From an optimization exercise on the open Yosys and OpenROAD flow, aimed at small area; shortcuts taken in it are not production practice. The RTL was checked by simulation tests, not by an equivalence proof against the original design. Power is estimated from default activity; no workload was simulated.

==> flow/design.v (excerpt) <==
module linkctrler(
clk_6M, rstz, p_1us, s_tslot_p,
conns_rx1stslot,
m_inquiry_uncerWindow,
mask_corre_win,
occpuy_slots,
sendoldpy,
rxextendslot,
py_endp,
ms_RXslot_endp,
ms_acltxcmd_p,
rxisfhs, dec_hecgood, dec_crcgood,
s_half_tslot_p,
regi_LMPcmdfg,
regi_pagetruncated,
regi_InquiryEnable_oneshot,  regi_PageEnable_oneshot, 
regi_ConnHold_oneshot, regi_ConnSniff_oneshot, regi_ConnPark_oneshot,
Master_TX_tslot_endp, Master_RX_tslot_endp, m_tslot_p, m_half_tslot_p, ms_tslot_p,
CLKE, CLK, CLKN,
Slave_TX_tslot_endp, Slave_RX_tslot_endp,
m_page_uncerWindow, m_conns_uncerWindow, s_conns_uncerWindow, spr_correWin,
regi_extendedInquiryResponse,
Inquiry_Complete_status,
regi_Tpsinterval, regi_Tpswindow,
regi_Tisinterval, regi_Tiswindow,
regi_correthreshold,
regi_psinterlace, regi_isinterlace,
regi_syncword_DAC,
regi_syncword_GIAC, regi_syncword_CAC,
regi_inquiryDIAC, regi_syncword_DIAC,
sync_in,
regi_Npage,
regi_slave_SRmode,
regi_Tsco,
regi_scolink_num,
regi_Page_Timeout,
regi_isMaxRand,
regi_PageScanEnable_oneshot, regi_PageScanCancel_oneshot, 
regi_InquiryScanEnable_oneshot, regi_InquiryScanCancel_oneshot,
rxispoll, lt_addressed,
regi_Ninquiry,
regi_Inquiry_Length, regi_Extended_Inquiry_Length,
dec_iscanEIR,
regi_isMaster,
txextendslot,
regi_txcmd_p,
ps, gips, is, giis, page, inquiry, mpr, spr, ir, conns,
ps_corre_sync_p, conns_corre_sync_p,
pageAB_2Npage_count,
counter_isFHS,
Atrain,
ps_N_incr_p,
prs_clock_frozen, prm_clock_frozen,
tx_packet_st_p,
psrxfhs, inquiryrxfhs,
rx_trailer_st_p,
pagetxfhs, istxfhs, connsnewmaster, connsnewslave,
pk_encode,
pssyncCLK_p,
conns_tx1stslot,
pk_encode_1stslot,
ms_txcmd_p,
rxCAC, prerx_trans,
LMP_c_slot,
pstxid,
psrxfhs_succ_p,
PageScanWindow_endp,
InquiryScanWindow_endp,
correWindow,
corre_nottrg_p,
counter_clkN1, counter_clkE1,
psackfhs, pagetmp, pagerxackfhs,
corre_threshold,
scancase,
fk_page,
ps_pagerespTO,
regi_txdatready,
m_2active_p, s_2active_p,
m_fail2active_p, s_fail2active_p,
connsactive,
regi_lc_cs,
corre_trgp,
istxextFHS,
extFHS_correwin
);
clock: 25.0 ns
lec_check: 0
cap_margin: 20
core_margin: 2
core_utilization: 70
place_density: 0.8
slew_margin: 20
standard.sh (not shown) runs the stock make flow with config.mk's settings and CLKGATE_MAP_FILE= SYNTH_SCRIPT=/design/flow/synth_recipe.tcl, a recipe that flattens the netlist after the stock synthesis.
==> flow/flow/run.sh <==
#!/bin/bash
# Standard ORFS layout, but the port buffers use the smallest buffer cell.
set -euo pipefail
export BUFFER_PORTS_ARGS="-buffer_cell sky130_fd_sc_hd__buf_1"
bash standard.sh > standard_make.log 2>&1
The first run failed in I/O pin placement.
Change:
==> flow/run.sh (new file) <==
#!/bin/bash
# synth_recipe.tcl (not shown) runs the flow's synth.tcl, then flattens the netlist and writes it again
# the make line also repeats each setting of config.mk as NAME=value (left out here)
make -C /OpenROAD-flow-scripts/flow DESIGN_CONFIG=/design/flow/config.mk WORK_HOME=/design/flow/orfs CLKGATE_MAP_FILE= SYNTH_SCRIPT=/design/flow/synth_recipe.tcl finish
Settings changed: CORE_UTILIZATION 70 to 40, PLACE_DENSITY 0.8 to 0.6.
removed: flow/flow/run.sh
removed: flow/standard.sh
Outcome: With this change the flow finished with timing, DRC and antenna clean. Synthesized area is unchanged. Synthesized cell count is unchanged.
Change:
==> flow/flow/run.sh (new file) <==
#!/bin/bash
# Standard ORFS layout, but the port buffers use the smallest buffer cell.
set -euo pipefail
export BUFFER_PORTS_ARGS="-buffer_cell sky130_fd_sc_hd__buf_1"
bash standard.sh > standard_make.log 2>&1
==> flow/standard.sh (new file) <==
#!/bin/bash
# synth_recipe.tcl (not shown) runs the flow's synth.tcl, then flattens the netlist and writes it again
# the make line also repeats each setting of config.mk as NAME=value (left out here)
make -C /OpenROAD-flow-scripts/flow DESIGN_CONFIG=/design/flow/config.mk WORK_HOME=/design/flow/orfs CLKGATE_MAP_FILE= SYNTH_SCRIPT=/design/flow/synth_recipe.tcl "${@:-finish}"
Settings changed: CORE_ASPECT_RATIO set to 0.3, CORE_UTILIZATION 40 to 60, PLACE_DENSITY 0.6 to 0.75.
removed: flow/run.sh
Effect:
- fmax rises slightly
- cell area falls by about a fifth
- routed wire length shrinks by about a fifth
- via count grows slightly
- area after synthesis stays the same
- die area came out lower by a quarter to a third
- core utilization rises by 17 points
- first-iteration DRC count climbs by well over a third
- cell count came out lower by a few percent
- global-route usage rises by 6.9 points
- power climbs slightly

[separate check: timing with driven ports]
How much do the figures lean on ideal ports? The routed layouts below were timed once more, with nothing changed but the port constraints.
Step 1: set_driving_cell puts a clkbuf_16 on clk_6M and a buf_2 on each other input, an assumption about the parent block.
Step 2, shift: input delay + t, output delay - t, t = (earliest + latest rising clock arrival at the registers) / 2. This alone moves slack from input paths to output paths.
Slacks: ideal / step 1 / step 2; pairs: ideal / step 1.
run	shift t [ns]	setup WS [ns]	hold slack, ns	worst setup path at the end
the second run	0.506	2.932 / 2.905 / 2.905	0.477 / 0.477 / 0.477	input to output
the third run	0.566	3.341 / 3.313 / 3.313	0.475 / 0.475 / 0.475	input to output
After both steps setup and hold are still met in every run listed. For the third run, which loses most, drivers alone change the setup slack by -0.028 ns; drivers and shift together by -0.028 ns.
